From an optimization exercise on the open Yosys and OpenROAD flow, aimed at small area and a short achievable clock period; shortcuts taken in it are not production practice.
Only simulation tests tie the RTL to the original design; equivalence was not proved.

Design flow_meter_counter, start of the top module:
module flow_meter_counter #(
    parameter CLOCK_FREQ = 1000,
    parameter PULSES_PER_LITER = 450,
    parameter DEBOUNCE_CYCLES = 50,
    parameter RATE_SAMPLE_PERIOD_MS = 1000,
    parameter VOLUME_WIDTH = 32,
    parameter RATE_WIDTH = 16
)(
    input wire clk,
    input wire rst_n,
    input wire flow_pulse,
    input wire sensor_enable,
    input wire clear_volume,
    input wire clear_statistics,
    input wire start_measurement,
    input wire stop_measurement,
    input wire [15:0] calibration_factor,
    input wire use_custom_calibration,
    input wire [RATE_WIDTH-1:0] max_flow_rate,
    input wire [RATE_WIDTH-1:0] min_flow_rate,
    input wire enable_flow_monitoring,
    output reg [VOLUME_WIDTH-1:0] total_volume_ml,
    output reg [RATE_WIDTH-1:0] flow_rate_ml_per_sec,
    output wire [RATE_WIDTH-1:0] flow_rate_l_per_min,
    output reg [31:0] pulse_count,
    output reg measurement_active,
    output reg [RATE_WIDTH-1:0] min_flow_rate_measured,
    output reg [RATE_WIDTH-1:0] max_flow_rate_measured,
    output reg [RATE_WIDTH-1:0] avg_flow_rate,
    output reg flow_detected,
    output reg no_flow_timeout,
    output reg over_flow_detected,
    output reg under_flow_detected,
    output reg sensor_error,
    output wire [7:0] error_code
);
    integer i;
    wire en = sensor_enable & measurement_active;
    reg [5:0] db_cnt;
    reg pulse_prev;
    wire pulse_filtered = (db_cnt == 6'd50);
    wire edge_p = pulse_filtered & ~pulse_prev;
    wire pe = en & edge_p;
    always @(posedge clk or negedge rst_n) begin
        if (!rst_n) db_cnt <= 6'd0;
        else if (en & flow_pulse) db_cnt <= pulse_filtered ? db_cnt : db_cnt + 6'd1;
        else db_cnt <= 6'd0;
    end
    always @(posedge clk or negedge rst_n) begin
        if (!rst_n) pulse_prev <= 1'b0;
        else pulse_prev <= pulse_filtered;
    end
    reg [15:0] ppl;
    wire [15:0] ppl_n = (use_custom_calibration && (calibration_factor != 16'd0)) ?
                        calibration_factor : 16'd450;
    always @(posedge clk or negedge rst_n) begin
        if (!rst_n) ppl <= 16'd450;
        else ppl <= ppl_n;
    end
  ...
For scale: ~6500 cells after synthesis, about 220 I/O pins, ~48000 sq um of cells after synthesis.
export LEC_CHECK = 0
export ABC_AREA = 1
export CAP_MARGIN = 20
export CORE_MARGIN = 2
export CORE_UTILIZATION = 40
export SLEW_MARGIN = 20
create_clock -name core_clock -period 330.0 [get_ports {clk}]
run.sh (not shown) runs the stock make flow with config.mk's settings and CLKGATE_MAP_FILE= SYNTH_SCRIPT=/design/flow/synth_recipe.tcl, a recipe that flattens the netlist after the stock synthesis.
Rerun with:
--- a/flow/design.v
+++ b/flow/design.v
@@ -117,45 +117,60 @@
                         Gn[b] = G[b] | (P[b] & G[k]);
                         Pn[b] = P[b] & P[k];
                     end
                 end
                 G = Gn;
                 P = Pn;
             end
             dstep[16] = ~G[16];
             dstep[15:0] = G[16] ? t[15:0] : (~p[15:0] ^ {G[14:0], 1'b0});
         end
     endfunction
+    localparam RK = 0;
+    wire [31:0] rn_n = {win_e_n, 3'b000};
     wire [31:0] rn = {win_e, 3'b000};
-    reg [15:0] rr;
+    reg [15:0] rr, rrem, rr_n;
+    reg [16:0] rt;
+    reg [17:0] rd;
+    reg [15:0] rq, rq_hi, rq_hi_n;
     reg [16:0] rs;
-    reg [15:0] rq;
     always @* begin
-        rr = 16'd0;
-        rq = 16'd0;
-        for (i = 31; i >= 0; i = i - 1) begin
+        rr_n = 16'd0;
+        rq_hi_n = 16'd0;
+        for (i = 31; i >= 32 - RK; i = i - 1) begin
+            rs = dstep(rr_n, rn_n[i], ppl_n);
+            rr_n = rs[15:0];
+            if (i < 16) rq_hi_n[i] = rs[16];
+        end
+        rr = rrem;
+        rq = rq_hi;
+        for (i = 31 - RK; i >= 0; i = i - 1) begin
             rs = dstep(rr, rn[i], ppl);
-            rr = (i >= 16) ? (rs[15:0] & ~(16'hFFFF << (32 - i))) : rs[15:0];
+            rr = rs[15:0];
             if (i < 16) rq[i] = rs[16];
         end
     end
+    always @(posedge clk) begin
+        rrem <= rr_n;
+        rq_hi <= rq_hi_n;
+    end
     reg [16:0] acc;
     reg [15:0] vr;
     reg [16:0] vq;
     reg [16:0] vs;
     always @* begin
         vr = 16'd0;
         vq = 17'd0;
         for (i = 16; i >= 0; i = i - 1) begin
             vs = dstep(vr, acc[i], ppl);
-            vr = (i >= 1) ? (vs[15:0] & ~(16'hFFFF << (17 - i))) : vs[15:0];
+            vr = vs[15:0];
             vq[i] = vs[16];
         end
     end
     always @(posedge clk or negedge rst_n) begin
         if (!rst_n) begin
             total_volume_ml <= 32'd0;
             acc <= 17'd0;
         end else if (clear_volume) begin
             total_volume_ml <= 32'd0;
             acc <= 17'd0;
         end else if (pe) begin
Non-clock buffer count increases by 10.
Sequential cell count is unchanged.
First-iteration DRC count increases by 41%.
Utilization decreases by 1.2 points.
Worst hold slack stays flat.
Worst setup slack gains 0.074 ns.
Area after synthesis increases by 24%.
Cell area increases by 21%.
Fmax stays flat.
Wire length increases by 33%.
Global-route usage increases by 1.3 points.

========
The RTL this note starts from:
==> flow/design.v <==
module flow_meter_counter #(
    parameter CLOCK_FREQ = 1000,
    parameter PULSES_PER_LITER = 450,
    parameter DEBOUNCE_CYCLES = 50,
    parameter RATE_SAMPLE_PERIOD_MS = 1000,
    parameter VOLUME_WIDTH = 32,
    parameter RATE_WIDTH = 16
)(
    input wire clk,
    input wire rst_n,
    input wire flow_pulse,
    input wire sensor_enable,
    input wire clear_volume,
    input wire clear_statistics,
    input wire start_measurement,
    input wire stop_measurement,
    input wire [15:0] calibration_factor,
    input wire use_custom_calibration,
    input wire [RATE_WIDTH-1:0] max_flow_rate,
    input wire [RATE_WIDTH-1:0] min_flow_rate,
    input wire enable_flow_monitoring,
    output reg [VOLUME_WIDTH-1:0] total_volume_ml,
    output reg [RATE_WIDTH-1:0] flow_rate_ml_per_sec,
    output wire [RATE_WIDTH-1:0] flow_rate_l_per_min,
    output reg [31:0] pulse_count,
    output reg measurement_active,
    output reg [RATE_WIDTH-1:0] min_flow_rate_measured,
    output reg [RATE_WIDTH-1:0] max_flow_rate_measured,
    output reg [RATE_WIDTH-1:0] avg_flow_rate,
    output reg flow_detected,
    output reg no_flow_timeout,
    output reg over_flow_detected,
    output reg under_flow_detected,
    output reg sensor_error,
    output wire [7:0] error_code
);
    integer i;
    wire en = sensor_enable & measurement_active;
    reg [5:0] db_cnt;
    reg pulse_prev;
    wire pulse_filtered = (db_cnt == 6'd50);
    wire edge_p = pulse_filtered & ~pulse_prev;
    wire pe = en & edge_p;
    always @(posedge clk or negedge rst_n) begin
        if (!rst_n) db_cnt <= 6'd0;
        else if (en & flow_pulse) db_cnt <= pulse_filtered ? db_cnt : db_cnt + 6'd1;
        else db_cnt <= 6'd0;
    end
    always @(posedge clk or negedge rst_n) begin
        if (!rst_n) pulse_prev <= 1'b0;
        else pulse_prev <= pulse_filtered;
    end
    reg [15:0] ppl;
    wire [15:0] ppl_n = (use_custom_calibration && (calibration_factor != 16'd0)) ?
                        calibration_factor : 16'd450;
    always @(posedge clk) ppl <= ppl_n;
    always @(posedge clk or negedge rst_n) begin
        if (!rst_n) measurement_active <= 1'b0;
        else if (start_measurement) measurement_active <= 1'b1;
        else if (stop_measurement) measurement_active <= 1'b0;
    end
    always @(posedge clk or negedge rst_n) begin
        if (!rst_n) begin
            pulse_count <= 32'd0;
            flow_detected <= 1'b0;
        end else if (clear_volume) begin
            pulse_count <= 32'd0;
        end else if (en) begin
            if (edge_p) begin
                pulse_count <= pulse_count + 32'd1;
                flow_detected <= 1'b1;
            end
        end else begin
            flow_detected <= 1'b0;
        end
    end
    reg [9:0] rate_timer;
    wire win_end = rate_timer[9] & rate_timer[8] & rate_timer[7] & rate_timer[6] &
                   rate_timer[5] & rate_timer[3];    
    wire close = en & win_end;
    reg [28:0] win_e;
    reg win_nz;
    wire win_clr = (!clear_statistics && close) || clear_volume;
    wire [28:0] win_e_n = win_clr ? 29'd0 : pe ? win_e + 29'd125 : win_e;
    always @(posedge clk or negedge rst_n) begin
        if (!rst_n) begin
            win_e <= 29'd0;
            win_nz <= 1'b0;
        end else begin
            win_e <= win_e_n;
            if (win_clr) win_nz <= 1'b0;
            else if (pe) win_nz <= 1'b1;
        end
    end
    function [16:0] dstep;
        input [15:0] r;
        input nb;
        input [15:0] d;
        reg [16:0] t, dd, g, p, G, P, Gn, Pn;
        integer l, b, k;
        begin
            t = {r, nb};
            dd = {1'b0, d};
            g = ~t & dd;
            p = ~(t ^ dd);
            G = g;
            P = p;
            for (l = 0; l < 5; l = l + 1) begin
                Gn = G;
                Pn = P;
                for (b = 0; b < 17; b = b + 1) begin
                    if (b & (1 << l)) begin
                        k = ((b >> l) << l) - 1;
                        Gn[b] = G[b] | (P[b] & G[k]);
                        Pn[b] = P[b] & P[k];
                    end
                end
                G = Gn;
                P = Pn;
            end
            dstep[16] = ~G[16];
            dstep[15:0] = G[16] ? t[15:0] : (~p[15:0] ^ {G[14:0], 1'b0});
        end
    endfunction
    function [16:0] dstep_r;
        input [15:0] r;
        input nb;
        input [15:0] d;
        reg [16:0] t, dd, B;
        integer b;
        begin
            t = {r, nb};
            dd = {1'b0, d};
            B[0] = (~t[0] & dd[0]);
            for (b = 1; b < 17; b = b + 1)
                B[b] = (~t[b] & dd[b]) | (~(t[b] ^ dd[b]) & B[b-1]);
            dstep_r[16] = ~B[16];
            dstep_r[15:0] = B[16] ? t[15:0] : (t[15:0] ^ dd[15:0] ^ {B[14:0], 1'b0});
        end
    endfunction
    wire [31:0] rn = {win_e, 3'b000};
    reg [15:0] rr;
    reg [16:0] rs;
    reg [15:0] rq;
    always @* begin
        rr = 16'd0;
        rq = 16'd0;
        for (i = 31; i >= 0; i = i - 1) begin
            rs = (32 - i <= 0) ? dstep_r(rr, rn[i], ppl) : dstep(rr, rn[i], ppl);
            rr = (i >= 16) ? (rs[15:0] & ~(16'hFFFF << (32 - i))) : rs[15:0];
            if (i < 16) rq[i] = rs[16];
        end
    end
    reg [16:0] acc;
    reg [15:0] vr;
    reg [16:0] vq;
    reg [16:0] vs;
    always @* begin
        vr = 16'd0;
        vq = 17'd0;
        for (i = 16; i >= 0; i = i - 1) begin
            vs = (17 - i <= 17) ? dstep_r(vr, acc[i], ppl) : dstep(vr, acc[i], ppl);
            vr = (i >= 1) ? (vs[15:0] & ~(16'hFFFF << (17 - i))) : vs[15:0];
            vq[i] = vs[16];
        end
    end
    always @(posedge clk or negedge rst_n) begin
        if (!rst_n) begin
            total_volume_ml <= 32'd0;
            acc <= 17'd0;
        end else if (clear_volume) begin
            total_volume_ml <= 32'd0;
            acc <= 17'd0;
        end else if (pe) begin
            total_volume_ml <= total_volume_ml + {15'd0, vq};
            acc <= (|vq) ? {1'b0, vr} : acc + 17'd1000;
        end
    end
    reg [11:0] lpm;
    wire [11:0] lpm_val;
    assign flow_rate_l_per_min = {4'd0, lpm};
    always @(posedge clk or negedge rst_n) begin
        if (!rst_n) begin
            rate_timer <= 10'd0;
            flow_rate_ml_per_sec <= 16'd0;
            lpm <= 12'd0;
        end else if (clear_statistics) begin
            rate_timer <= 10'd0;
            flow_rate_ml_per_sec <= 16'd0;
            lpm <= 12'd0;
        end else if (en) begin
            if (win_end) begin
                flow_rate_ml_per_sec <= win_nz ? rq : 16'd0;
                lpm <= win_nz ? lpm_val : 12'd0;
                rate_timer <= 10'd0;
            end else begin
                rate_timer <= rate_timer + 10'd1;
            end
        end
    end
    reg [31:0] sample_cnt;
    reg [47:0] rate_sum;
    reg [31:0] arem;
    reg [15:0] aq;
    reg [5:0] astep;
    reg [10:0] lu;
    reg [5:0] lr;
    wire fr_nz = |flow_rate_ml_per_sec;
    wire [32:0] at = {arem, rate_sum[47]};
    wire [33:0] ad = {1'b0, at} - {2'b00, sample_cnt};
    wire abit = ~ad[33];
    wire lrun = (astep <= 6'd16) && (astep != 6'd0);
    wire [5:0] lidx6 = astep - 6'd1;
    wire [3:0] lidx = lidx6[3:0];
    wire [6:0] lt = {lr, flow_rate_ml_per_sec[lidx]};
    wire lbit = (lt >= 7'd50);
    wire [1:0] lc = (lr >= 6'd34) ? 2'd2 : (lr >= 6'd17) ? 2'd1 : 2'd0;
    assign lpm_val = {1'b0, lu} + {lu, 1'b0} + {10'd0, lc};
    reg cnt_inc;
    wire astart = (astep == 6'd49);
    always @(posedge clk or negedge rst_n) begin
        if (!rst_n) begin
            astep <= 6'd49;
        end else if (clear_statistics || close) begin
            astep <= 6'd49;
        end else if (astep != 6'd0) begin
            astep <= astep - 6'd1;
        end
    end
    always @(posedge clk or negedge rst_n) begin
        if (!rst_n) sample_cnt <= 32'd0;
        else if (clear_statistics) sample_cnt <= 32'd0;
        else if (cnt_inc) sample_cnt <= sample_cnt + 32'd1;
    end
    always @(posedge clk) begin
        if (astart) arem <= 32'd0;
        else arem <= abit ? ad[31:0] : at[31:0];
        if (astep != 6'd0 && !astart) aq <= {aq[14:0], abit};
        if (astart) begin
            lr <= 6'd0;
        end else if (lrun) begin
            lr <= lbit ? lt[5:0] - 6'd50 : lt[5:0];
            lu <= {lu[9:0], lbit};
        end
    end
    always @(posedge clk or negedge rst_n) begin
        if (!rst_n) begin
            min_flow_rate_measured <= 16'hFFFF;
            max_flow_rate_measured <= 16'd0;
            avg_flow_rate <= 16'd0;
            rate_sum <= 48'd0;
            cnt_inc <= 1'b0;
        end else if (clear_statistics) begin
            min_flow_rate_measured <= 16'hFFFF;
            max_flow_rate_measured <= 16'd0;
            avg_flow_rate <= 16'd0;
            rate_sum <= 48'd0;
            cnt_inc <= 1'b0;
        end else if (close) begin
            if (flow_rate_ml_per_sec < min_flow_rate_measured && fr_nz)
                min_flow_rate_measured <= flow_rate_ml_per_sec;
            if (flow_rate_ml_per_sec > max_flow_rate_measured)
                max_flow_rate_measured <= flow_rate_ml_per_sec;
            if (fr_nz) begin
                rate_sum <= rate_sum + {32'd0, flow_rate_ml_per_sec};
                if (sample_cnt != 32'd0) avg_flow_rate <= aq;
            end
            cnt_inc <= fr_nz;
        end else begin
            cnt_inc <= 1'b0;
            if (astep != 6'd0 && !astart) rate_sum <= {rate_sum[46:0], rate_sum[47]};
        end
    end
    reg [12:0] nf_timer;
    reg [1:0] ec;
    assign error_code = {6'd0, ec};
    wire nf_end = nf_timer[12] & nf_timer[9] & nf_timer[8] & nf_timer[7] & nf_timer[3];
    wire over_c = flow_rate_ml_per_sec > max_flow_rate;
    wire under_c = fr_nz && (flow_rate_ml_per_sec < min_flow_rate);
    always @(posedge clk or negedge rst_n) begin
        if (!rst_n) begin
            nf_timer <= 13'd0;
            no_flow_timeout <= 1'b0;
            over_flow_detected <= 1'b0;
            under_flow_detected <= 1'b0;
            sensor_error <= 1'b0;
            ec <= 2'd0;
        end else if (clear_statistics) begin
            nf_timer <= 13'd0;
            no_flow_timeout <= 1'b0;
            over_flow_detected <= 1'b0;
            under_flow_detected <= 1'b0;
            sensor_error <= 1'b0;
            ec <= 2'd0;
        end else if (en && enable_flow_monitoring) begin
            if (edge_p) begin
                nf_timer <= 13'd0;
                no_flow_timeout <= 1'b0;
            end else if (nf_end) begin
                no_flow_timeout <= 1'b1;
            end else begin
                nf_timer <= nf_timer + 13'd1;
            end
            over_flow_detected <= over_c;
            under_flow_detected <= under_c;
            if (under_c) ec <= 2'd3;
            else if (over_c) ec <= 2'd2;
            else if (!edge_p && nf_end) ec <= 2'd1;
            sensor_error <= no_flow_timeout | over_flow_detected | under_flow_detected;
        end
    end
endmodule
export LEC_CHECK = 0
export ABC_AREA = 1
export CAP_MARGIN = 20
export CORE_MARGIN = 2
export CORE_UTILIZATION = 40
export SLEW_MARGIN = 20
create_clock -name core_clock -period 330.0 [get_ports {clk}]
Change:
--- a/flow/design.v
+++ b/flow/design.v
@@ -123,20 +123,4 @@
         end
     endfunction
-    function [16:0] dstep_r;
-        input [15:0] r;
-        input nb;
-        input [15:0] d;
-        reg [16:0] t, dd, B;
-        integer b;
-        begin
-            t = {r, nb};
-            dd = {1'b0, d};
-            B[0] = (~t[0] & dd[0]);
-            for (b = 1; b < 17; b = b + 1)
-                B[b] = (~t[b] & dd[b]) | (~(t[b] ^ dd[b]) & B[b-1]);
-            dstep_r[16] = ~B[16];
-            dstep_r[15:0] = B[16] ? t[15:0] : (t[15:0] ^ dd[15:0] ^ {B[14:0], 1'b0});
-        end
-    endfunction
     wire [31:0] rn = {win_e, 3'b000};
     reg [15:0] rr;
@@ -147,5 +131,5 @@
         rq = 16'd0;
         for (i = 31; i >= 0; i = i - 1) begin
-            rs = (32 - i <= 0) ? dstep_r(rr, rn[i], ppl) : dstep(rr, rn[i], ppl);
+            rs = dstep(rr, rn[i], ppl);
             rr = (i >= 16) ? (rs[15:0] & ~(16'hFFFF << (32 - i))) : rs[15:0];
             if (i < 16) rq[i] = rs[16];
@@ -160,5 +144,5 @@
         vq = 17'd0;
         for (i = 16; i >= 0; i = i - 1) begin
-            vs = (17 - i <= 17) ? dstep_r(vr, acc[i], ppl) : dstep(vr, acc[i], ppl);
+            vs = dstep(vr, acc[i], ppl);
             vr = (i >= 1) ? (vs[15:0] & ~(16'hFFFF << (17 - i))) : vs[15:0];
             vq[i] = vs[16];
Effect:
- register-to-register slack improves by 10 ns
- setup slack improves by 8.0 ns
- routed wire length falls by a few percent
- cell area rises slightly
- synthesized area rises slightly
- via count rises by a few percent
- global-route usage falls by 1.2 points
- clock-buffer cell count falls by 7
- sequential share of layout area falls by 0.30 points

re-timing with driven ports:
No port has a modelled driver above. Below, the same layouts with a new extraction and two added sets of constraints. Step 1 assumes that a clkbuf_16 drives the clock port and a buf_2 every other input. Step 2 times the ports against the registers' clock, not the clock port: input delays grow and output delays shrink by t, the midpoint of the rising clock arrivals with the driver on. Three values: no drivers, after step 1, after step 2; two values: the first two.
run	t, ns	setup WS [ns]	worst setup path at the end
the first run of note 1	0.701	259.665 / 259.710 / 259.009	input to register
the second run of note 1	0.684	259.739 / 259.787 / 259.103	input to register
the first run of note 2	0.700	251.443 / 251.443 / 251.443	register to register
the second run of note 2	0.662	259.394 / 259.436 / 258.774	input to register
After both steps setup and hold are still met in every run listed. The setup slack of the first run of note 1, which loses most, moves by +0.045 ns with the drivers and by -0.656 ns with both steps.
